This design comes from an exercise in tuning for a short achievable clock period and few clock cycles per item on the open sky130 flow, not from production work.
In this exercise RTL edits were held to simulation tests only and were not proved equivalent to the original.
Power is estimated from default activity; no workload was simulated.

===== flow/config.mk =====
export PLATFORM = sky130hd
export DESIGN_NAME = risc_v
export DESIGN_NICKNAME = risc_v
export VERILOG_FILES = /design/flow/design.v
export SDC_FILE = /design/flow/constraint.sdc
export NUM_CORES = 8
export LEC_CHECK = 0
export CAP_MARGIN = 20
export CORE_MARGIN = 2
export CORE_UTILIZATION = 30
export SLEW_MARGIN = 20
export SYNTH_HIERARCHICAL = 1
export SYNTH_MINIMUM_KEEP_SIZE = 0

===== flow/constraint.sdc =====
create_clock -name core_clock -period 14.0 [get_ports {CLK}]
set_input_delay 2.8000 -clock core_clock [delete_from_list [all_inputs] [get_ports {CLK}]]
set_output_delay 2.8000 -clock core_clock [all_outputs]
set_load 0.01 [all_outputs]

===== flow/design.v =====
module risc_v
(
 input   wire                        CLK,
 input   wire                        RST,
 output  wire     [31:0]             PC,
 input   wire     [31:0]             Instr,
 output  wire                        MemWrite,
 output  wire     [31:0]             DataAdr,
 output  wire     [31:0]             WriteData,
 input   wire     [31:0]             ReadData
);
  reg         rst_q;              
  reg  [31:0] pc_f;
  reg  [31:0] pc_o;               
  reg         v_d;
  reg  [31:0] pc_d;
  reg  [31:0] ir_d;
  reg  [31:0] rs1oh_d, rs2oh_d;
  reg  [31:0] immop_d;            
  reg         lw_d, sw_d, r_d, jal_d, brd_d, wr_d, use1_d, use2_d;
  reg         sub_d, ssum_d, slt_d, sor_d, sand_d;
  reg         stall;              
  reg  [31:0] a_e, b_e, bb_e, tgt_e;
  reg         we_e, lw_e, sw_e, br_e;
  reg         sub_e, ssum_e, slt_e, sor_e, sand_e;
  reg  [4:0]  rd_e;
  reg  [31:0] res_m, wd_m;
  reg  [31:0] res_o;              
  reg         we_m, lw_m, sw_m;
  reg  [4:0]  rd_m;
  reg  [31:0] val_w;
  reg         we_w;
  reg  [4:0]  rd_w;
  reg  [31:0] rfv;
  wire [1023:0] rf;               
  wire [6:0] op_f   = Instr[6:0];
  wire [2:0] f3_f   = Instr[14:12];
  wire [4:0] rs1_f  = Instr[19:15];
  wire [4:0] rs2_f  = Instr[24:20];
  wire lw_f   = (op_f == 7'b0000011);
  wire sw_f   = (op_f == 7'b0100011);
  wire r_f    = (op_f == 7'b0110011);
  wire i_f    = (op_f == 7'b0010011);
  wire br_f   = (op_f == 7'b1100011);
  wire jal_f  = (op_f == 7'b1101111);
  wire same_f = (rs1_f == rs2_f);
  wire alu_f  = r_f | i_f;
  wire brd_f  = br_f & ~same_f;
  wire beqs_f = br_f & same_f;
  wire use1_f = lw_f | sw_f | alu_f | brd_f;
  wire use2_f = sw_f | r_f | brd_f;
  wire wr_f   = lw_f | alu_f | jal_f;
  wire sub_f  = alu_f & ((f3_f == 3'b000) ? (r_f & Instr[30]) : (f3_f == 3'b010));
  wire ssum_f = ~alu_f | (f3_f == 3'b000);
  wire slt_f  = alu_f & (f3_f == 3'b010);
  wire sor_f  = alu_f & (f3_f == 3'b110);
  wire sand_f = alu_f & (f3_f != 3'b000) & (f3_f != 3'b010) & (f3_f != 3'b110);
  wire [31:0] immI_f  = {{20{Instr[31]}}, Instr[31:20]};
  wire [31:0] immS_f  = {{20{Instr[31]}}, Instr[31:25], Instr[11:7]};
  wire [31:0] immop_f = jal_f ? 32'd4 : sw_f ? immS_f : immI_f;
  wire [31:0] rs1oh_f = 32'b1 << rs1_f;
  wire [31:0] rs2oh_f = 32'b1 << rs2_f;
  wire [20:0] immJ_f = {Instr[31], Instr[19:12], Instr[20], Instr[30:21], 1'b0};
  wire [20:0] immB_f = {{9{Instr[31]}}, Instr[7], Instr[30:25], Instr[11:8], 1'b0};
  wire [10:0] hip_f, him_f;
  wire [21:0] loJ_f, loB_f;
  wire [31:0] p4_f;
  incdec11 u_hif (.a(pc_f[31:21]), .p(hip_f), .m(him_f));
  ksadd #(.N(21), .L(5)) u_tj (.a(pc_f[20:0]), .b(immJ_f), .ci(1'b0), .s(loJ_f));
  ksadd #(.N(21), .L(5)) u_tb (.a(pc_f[20:0]), .b(immB_f), .ci(1'b0), .s(loB_f));
  inc4     u_p4  (.a(pc_f), .s(p4_f));
  wire [4:0] rd_d  = ir_d[11:7];
  wire [4:0] rs1_d = ir_d[19:15];
  wire [4:0] rs2_d = ir_d[24:20];
  wire [31:0] immB_d = {{20{ir_d[31]}}, ir_d[7], ir_d[30:25], ir_d[11:8], 1'b0};
  wire [31:0] tgt_d;
  add32 u_tgtd (.a(pc_d), .b(immB_d), .s(tgt_d));
  wire [31:0] sel1_d = rs1oh_d & rfv;
  wire [31:0] sel2_d = rs2oh_d & rfv;
  reg  [31:0] rr1_d, rr2_d;
  integer k;
  always @(*) begin
    rr1_d = 32'b0;
    rr2_d = 32'b0;
    for (k = 0; k < 32; k = k + 1) begin
      rr1_d = rr1_d | ({32{sel1_d[k]}} & rf[32*k +: 32]);
      rr2_d = rr2_d | ({32{sel2_d[k]}} & rf[32*k +: 32]);
    end
  end
  wire [31:0] wv_m  = lw_m ? ReadData : res_m;
  wire [31:0] rf1_d = (we_m && rd_m == rs1_d) ? wv_m :
                      (we_w && rd_w == rs1_d) ? val_w : rr1_d;
  wire [31:0] rf2_d = (we_m && rd_m == rs2_d) ? wv_m :
                      (we_w && rd_w == rs2_d) ? val_w : rr2_d;
  wire fa_d = use1_d & we_e & (rd_e == rs1_d);
  wire fb_d = use2_d & we_e & (rd_e == rs2_d);
  wire [32:0] sum_e;
  add32c u_adde (.a(a_e), .b(bb_e), .ci(sub_e), .s(sum_e));
  wire [31:0] res_e, reso_e;
  resmux u_res  (.ssum(ssum_e), .sor(sor_e), .sand(sand_e), .slt(slt_e),
                 .sum(sum_e), .a(a_e), .b(bb_e), .r(res_e));
  resmux u_reso (.ssum(ssum_e), .sor(sor_e), .sand(sand_e), .slt(slt_e),
                 .sum(sum_e), .a(a_e), .b(bb_e), .r(reso_e));
  wire taken_e = br_e & (a_e == b_e);
  wire go_d    = v_d & ~taken_e & ~stall;
  wire stall_n = rst_q & go_d & lw_d &
                 ((use1_f & (rs1_f == rd_d)) | (use2_f & (rs2_f == rd_d)));
  assign PC = pc_o;
  wire [31:0] early_f = ~rst_q ? 32'b0 : taken_e ? tgt_e : stall ? pc_f : p4_f;
  wire        ok_f    = rst_q & ~taken_e & ~stall;
  wire [31:0] next_f, nexto_f;
  fsel u_fsel (.loJ(loJ_f[20:0]), .loB(loB_f[20:0]), .cJ(loJ_f[21]), .cB(loB_f[21]), .s(Instr[31]),
               .selj(ok_f & jal_f), .selb(ok_f & beqs_f),
               .hi0(pc_f[31:21]), .hip(hip_f), .him(him_f), .early(early_f), .nxt(next_f));
  fsel u_fselo (.loJ(loJ_f[20:0]), .loB(loB_f[20:0]), .cJ(loJ_f[21]), .cB(loB_f[21]), .s(Instr[31]),
                .selj(ok_f & jal_f), .selb(ok_f & beqs_f),
                .hi0(pc_f[31:21]), .hip(hip_f), .him(him_f), .early(early_f), .nxt(nexto_f));
  always @(posedge CLK or negedge RST) begin
    if (!RST) begin
      rst_q <= 1'b0;
      v_d   <= 1'b0;
      stall <= 1'b0;
    end else begin
      rst_q <= 1'b1;
      stall <= stall_n;
      if (!rst_q || taken_e) v_d <= 1'b0;
      else if (!stall)       v_d <= 1'b1;
    end
  end
  always @(posedge CLK) begin
    pc_f <= next_f;
    pc_o <= nexto_f;
    if (!stall) begin
      pc_d    <= pc_f;
      ir_d    <= Instr;
      rs1oh_d <= rs1oh_f;
      rs2oh_d <= rs2oh_f;
      immop_d <= immop_f;
      lw_d    <= lw_f;
      sw_d    <= sw_f;
      r_d     <= r_f;
      jal_d   <= jal_f;
      brd_d   <= brd_f;
      wr_d    <= wr_f;
      use1_d  <= use1_f;
      use2_d  <= use2_f;
      sub_d   <= sub_f;
      ssum_d  <= ssum_f;
      slt_d   <= slt_f;
      sor_d   <= sor_f;
      sand_d  <= sand_f;
    end
  end
  always @(posedge CLK or negedge RST) begin
    if (!RST) begin
      we_e <= 1'b0; lw_e <= 1'b0; sw_e <= 1'b0; br_e <= 1'b0;
    end else begin
      we_e  <= go_d & wr_d;
      lw_e  <= go_d & lw_d;
      sw_e  <= go_d & sw_d;
      br_e  <= go_d & brd_d;
    end
  end
  always @(posedge CLK) begin
    a_e    <= fa_d ? res_e : jal_d ? pc_d : rf1_d;
    b_e    <= fb_d ? res_e : rf2_d;
    bb_e   <= (r_d ? (fb_d ? res_e : rf2_d) : immop_d) ^ {32{sub_d}};
    tgt_e  <= tgt_d;
    rd_e   <= rd_d;
    sub_e  <= sub_d;
    ssum_e <= ssum_d;
    slt_e  <= slt_d;
    sor_e  <= sor_d;
    sand_e <= sand_d;
  end
  always @(posedge CLK or negedge RST) begin
    if (!RST) begin
      we_m <= 1'b0; lw_m <= 1'b0; sw_m <= 1'b0;
    end else begin
      we_m  <= we_e;
      lw_m  <= lw_e;
      sw_m  <= sw_e;
    end
  end
  always @(posedge CLK) begin
    res_m <= res_e;
    res_o <= reso_e;
    wd_m  <= b_e;
    rd_m  <= rd_e;
  end
  assign MemWrite  = sw_m;
  assign DataAdr   = res_o;
  assign WriteData = wd_m;
  always @(posedge CLK or negedge RST) begin
    if (!RST) we_w <= 1'b0;
    else      we_w <= we_m;
  end
  always @(posedge CLK) begin
    val_w <= wv_m;
    rd_w  <= rd_m;
  end
  genvar gi;
  generate
    for (gi = 0; gi < 32; gi = gi + 1) begin : x
      reg [31:0] q;
      always @(posedge CLK) begin
        if (we_w && rd_w == gi) q <= val_w;
      end
      assign rf[32*gi +: 32] = q;
    end
  endgenerate
  always @(posedge CLK or negedge RST) begin
    if (!RST)      rfv <= 32'b0;
    else if (we_w) rfv[rd_w] <= 1'b1;
  end
endmodule
module ksadd #(parameter N = 32, parameter L = 5)
(
  input  wire [N-1:0] a,
  input  wire [N-1:0] b,
  input  wire         ci,
  output wire [N:0]   s
);
  wire [N-1:0] p = a ^ b;
  wire [N-1:0] g = a & b;
  wire [N*(L+1)-1:0] G, P;
  assign G[N-1:0] = g;
  assign P[N-1:0] = p;
  genvar l, i;
  generate
    for (l = 0; l < L; l = l + 1) begin : lev
      for (i = 0; i < N; i = i + 1) begin : bit_
        if (i >= (1 << l)) begin : pr
          assign G[(l+1)*N+i] = G[l*N+i] | (P[l*N+i] & G[l*N+i-(1<<l)]);
          assign P[(l+1)*N+i] = P[l*N+i] & P[l*N+i-(1<<l)];
        end else begin : pa
          assign G[(l+1)*N+i] = G[l*N+i];
          assign P[(l+1)*N+i] = P[l*N+i];
        end
      end
    end
  endgenerate
  wire [N-1:0] GL = G[L*N+N-1:L*N];
  wire [N-1:0] PL = P[L*N+N-1:L*N];
  wire [N:0]   c  = {GL | (PL & {N{ci}}), ci};
  assign s = {c[N], p ^ c[N-1:0]};
endmodule
module add32c (input wire [31:0] a, input wire [31:0] b, input wire ci, output wire [32:0] s);
  ksadd #(.N(32), .L(5)) u (.a(a), .b(b), .ci(ci), .s(s));
endmodule
module add32 (input wire [31:0] a, input wire [31:0] b, output wire [31:0] s);
  wire [32:0] t;
  ksadd #(.N(32), .L(5)) u (.a(a), .b(b), .ci(1'b0), .s(t));
  assign s = t[31:0];
endmodule
module resmux
(
  input  wire        ssum,
  input  wire        sor,
  input  wire        sand,
  input  wire        slt,
  input  wire [32:0] sum,
  input  wire [31:0] a,
  input  wire [31:0] b,
  output wire [31:0] r
);
  assign r = ({32{ssum}} & sum[31:0]) |
             ({32{sor}}  & (a | b)) |
             ({32{sand}} & (a & b)) |
             {31'b0, slt & ~sum[32]};
endmodule
module inc4 (input wire [31:0] a, output wire [31:0] s);
  assign s = a + 32'd4;
endmodule
module incdec11 (input wire [10:0] a, output wire [10:0] p, output wire [10:0] m);
  assign p = a + 11'd1;
  assign m = a - 11'd1;
endmodule
module fsel
(
  input  wire [20:0] loJ,
  input  wire [20:0] loB,
  input  wire        cJ,
  input  wire        cB,
  input  wire        s,
  input  wire        selj,
  input  wire        selb,
  input  wire [10:0] hi0,
  input  wire [10:0] hip,
  input  wire [10:0] him,
  input  wire [31:0] early,
  output wire [31:0] nxt
);
  wire        ne   = ~selj & ~selb;
  wire [10:0] x1   = s ? hi0 : hip;
  wire [10:0] x0   = s ? him : hi0;
  wire [10:0] h0   = ne ? early[31:21] : x0;
  wire        cany = (selj & cJ) | (selb & cB);
  assign nxt[20:0]  = ({21{selj}} & loJ) | ({21{selb}} & loB) | ({21{ne}} & early[20:0]);
  assign nxt[31:21] = cany ? x1 : h0;
endmodule

===== flow/flow/run.sh =====
#!/bin/bash
# Layout flow: the standard ORFS flow (standard.sh), unchanged synthesis,
# with two changes to how the layout is made:
#  - the ports are buffered with sky130_fd_sc_hd__buf_8 instead of the default pick;
#  - timing repair (repair_timing after CTS and after global routing) asks for
#    SETUP_SLACK_MARGIN ns of setup slack, so that it works on paths well inside
#    the 14 ns clock. The clock, the SDC and every constraint stay the design's.
# Each step's full output goes to a log file in the folder this runs in; ORFS's
# own per-step logs are under orfs/logs/.
set -euo pipefail
bash standard.sh synth > synth.log 2>&1
bash standard.sh SETUP_SLACK_MARGIN=10 "BUFFER_PORTS_ARGS=-buffer_cell sky130_fd_sc_hd__buf_8" finish > layout.log 2>&1

===== flow/standard.sh =====
#!/bin/bash
# synth_recipe.tcl (not shown) runs the flow's synth.tcl, then flattens the netlist and writes it again
# the make line also repeats each setting of config.mk as NAME=value (left out here)
make -C /OpenROAD-flow-scripts/flow DESIGN_CONFIG=/design/flow/config.mk WORK_HOME=/design/flow/orfs CLKGATE_MAP_FILE= SYNTH_SCRIPT=/design/flow/synth_recipe.tcl "${@:-finish}"

==> summary.txt <==
----------------------------------------------------
[Outcome]
  Result of the run ... finished clean

[Critical path]
  Most Frequent Cell on Critical Path ... sky130_fd_sc_hd__a21o_1
  Worst r2r path cells ... 11
  Critical path's largest stage delay ... 0.26 ns
  Worst setup path class ... in2reg
  Slack of the worst reg-to-reg path ... 9.90 ns
  Slowest CP cell ... sky130_fd_sc_hd__o211ai_2
  Startpoint kind of the worst setup timing path ... input port
  Maximum net fanout on the critical path ... 20
  CP Capture Type ... flip-flop
  Cell-by-cell listing of the critical path ... buf_16, ha_4, a21o_1, a21o_1, a211oi_2, a21oi_2, o211ai_2, a31oi_4, a21o_4, a22oi_2, buf_6, clkbuf_16, o21ai_1, o22ai_1
  Required arrival time at the worst endpoint ... 14.73 ns
  WP data arrival ... 5.20 ns

[Final layout]
  Leading cell type in the layout, fill and taps excluded ... sky130_fd_sc_hd__edfxtp_1
  Most frequent cells in the layout ... sky130_fd_sc_hd__edfxtp_1, sky130_fd_sc_hd__a22oi_1, sky130_fd_sc_hd__a221oi_1
  Final net count ... 5864
  Share of layout cells above drive strength 1 ... 0.184
  Post-route cell area ... 83000 um^2
  Area added between synthesis and finish ... 17.3%

[Floorplanning]
  DIE WIDTH ... 490 um
  Number of placement rows ... 178
  Number of top-level pins ... 163
  Die area ... 240000 um^2
  Starting density of the core ... 0.301
  Chip height ... 490 um
  Std-Cell Core Area ... 235000 um^2

[Routing]
  Total number of vias ... 58500
  Remaining antenna violation count ... 0
  Total routed wire length on the met1 layer ... 118 mm
  DR WL/cell ... 35.8 um
  Detailed-routing iteration count for the pre-antenna-repair pass ... 9
  Total routed wirelength ... 321 mm
  DRC marker count from the first detailed-route iteration ... 13800
  DRC errors left ... 0
  Highest layer used for signal routing ... met5
  Post-detailed-route via-to-cell ratio ... 6.53
  Routed met2 length ... 125 mm
  Met3 WL ... 56.3 mm

[STA]
  Fraction of the cycle the final worst path needs ... 0.320
  Worst-case headroom to the max-slew limit ... 0.129
  Worst-Margin Slew ... 1.31 ns
  Max Clock Skew ... 0.0539 ns
  Hold violation count in the final report ... 0
  RSZ-0062 raised after global routing ... yes
  Aggregate negative setup slack ... 0 ns
  Minimum period implied by the final worst setup slack ... 4.47 ns
  Final Max Tran Viols ... 0
  Setup Viol. Count Final ... 0
  FMAX ... 0.223 GHz

[Worst hold path]
  Number of cells traversed by the worst hold path ... 0
  Worst hold path type ... reg2reg

[Clock network]
  Total clock sinks ... 1550
  Clk Latency, worst-skew pair ... 0.85 ns
  CTS tree ... done
  Register clock-pin slew on the reported worst setup and hold paths ... 0.07 ns
  Post-cts hold buffer count ... 0
  Number of H-tree branching levels ... 4
  Cell chosen for the clock root ... sky130_fd_sc_hd__clkbuf_16
  Clock buffers created by TritonCTS ... 155
  Clock buffer depth ... 3

[Global routing]
  First-pass GRT wire length ... 433 mm
  Number of global-route vias before repair ... 54000
  Largest net degree at the start of global routing ... 89
  Overall track demand over capacity in global routing ... 0.256
  Grt total ovfl ... 0
  Initial antenna violation count ... 15

[Power and ir drop]
  Worst-case vdd ir drop ... 0.0974 mV
  Total chip power ... 0.0101 W
  Power Density ... 121 nW/um^2
  Leakage power of the design ... 29.0 nW

[Placement]
  HPWL after detailed placement ... 177 mm
  Placer Congestion ... 0.965
  Count of buffers inserted at the top-level ports ... 162
  Post-DP Area ... 76700 um^2

[Synthesis]
  Synth warnings ... 7
  Post-synthesis instance area ... 70800 um^2
  Average size of a mapped cell ... 12.6 um^2
  Cells after synthesis ... 5631

[Run]
  Max-cap violations ... 0

----------------------------------------------------
[registers in the layout (all words and copies together), names as in the netlist, 12 cells and up]
signal   count
x.q       1024
a_e         32
b_e         32
bb_e        32
pc_d        32
pc_f        32
pc_o        32
res_m       32
res_o       32
rfv         32
rs1oh_d     32
rs2oh_d     32
tgt_e       32
val_w       32
wd_m        32
ir_d        22
immop_d     12
[worst paths after layout]
path | start | to
setup / recovery | Instr[31] | pc_f[23]
hold reg to reg | sand_d | sand_e
hold / removal | sand_d | sand_e
min in group asynchronous | RST | v_d
setup reg to reg | a_e[19] | pc_o[29]
max in group asynchronous | RST | rfv[14]
[through the flow]
| step | setup slack (ns) | hold WS, ns | std cells | util |
|---|---|---|---|---|
| 4_1_cts | 9.68 | 0.354 | 8941 | 0.352 |
| 3_5_place_dp | 7.96 | 0.337 | 8625 | 0.326 |
| 5_1_grt | 9.47 | 0.375 | 8961 | 0.353 |
| 6_report | 9.53 | 0.348 | 8963 | 0.353 |
| 3_3_place_gp | 7.99 | 0.338 | 8625 | 0.326 |
| 2_1_floorplan | 9.24 | 0.323 | 5642 | - |
[where the power goes]
group | switching [W] | leakage [nW] | total (W) | internal, W
combinational | 0.000288 | 12.0 | 0.000484 | 0.000196
sequential | 0.000102 | 14.3 | 0.00513 | 0.00502
clock | 0.00196 | 2.58 | 0.00444 | 0.00248
[metal layers]
metal  vias up  GRT usage
li1      22500          -
met1     28500      0.342
met2      5996      0.347
met3      1433      0.112
met4        14      0.133
met5         -          0
[worst max-delay path: cells and delay by family]
family	cells	cell delay [ns]
compound gates	10	1.72
fa+ha+maj	1	0.23
buf+inv	3	0.44
[layout make-up]
class | count | area, um^2
clock buffers | 185 | 4130
inverters | 122 | 462
multi-input cells | 3536 | 26400
well taps | 3150 | 3940
repair buffers | 314 | 3790
fillers | 22600 | 152000
clock inverters | 104 | 1160
flip-flops and latches | 1550 | 43100
diodes | 2 | 5.00
[what timing repair did]
item,in CTS,in global routing
setup endpoints to repair,170,155
setup buffers,22,19
gates cloned,5,1
pin swaps,17,23
resized for setup,134,46
Testbench counts, summed over its fixed seeds: cycles 75,646, instructions 70,638.

what the ideal ports hide:
The flow's constraints put no driver on any port. The routed layout listed below was extracted and timed again, unchanged, in two steps.
Step 1 assumes that a clkbuf_16 drives the clock port and a buf_2 every other input.
Step 2 times the ports against the registers' clock, not the clock port: input delays grow and output delays shrink by t, the midpoint of the rising clock arrivals with the driver on.
Three values: no drivers, after step 1, after step 2; two values: the first two.
t (ns): 0.895
setup WS [ns]: 9.526 / 9.458 / 8.563
hold WS [ns]: 0.348 / 0.348 / 0.348
worst setup path after step 2: input to register
clock arrival spread, ns: 0.054 / 0.054
After both steps setup and hold are still met in this run. The setup slack of this run moves by -0.068 ns with the drivers and by -0.963 ns with both steps.
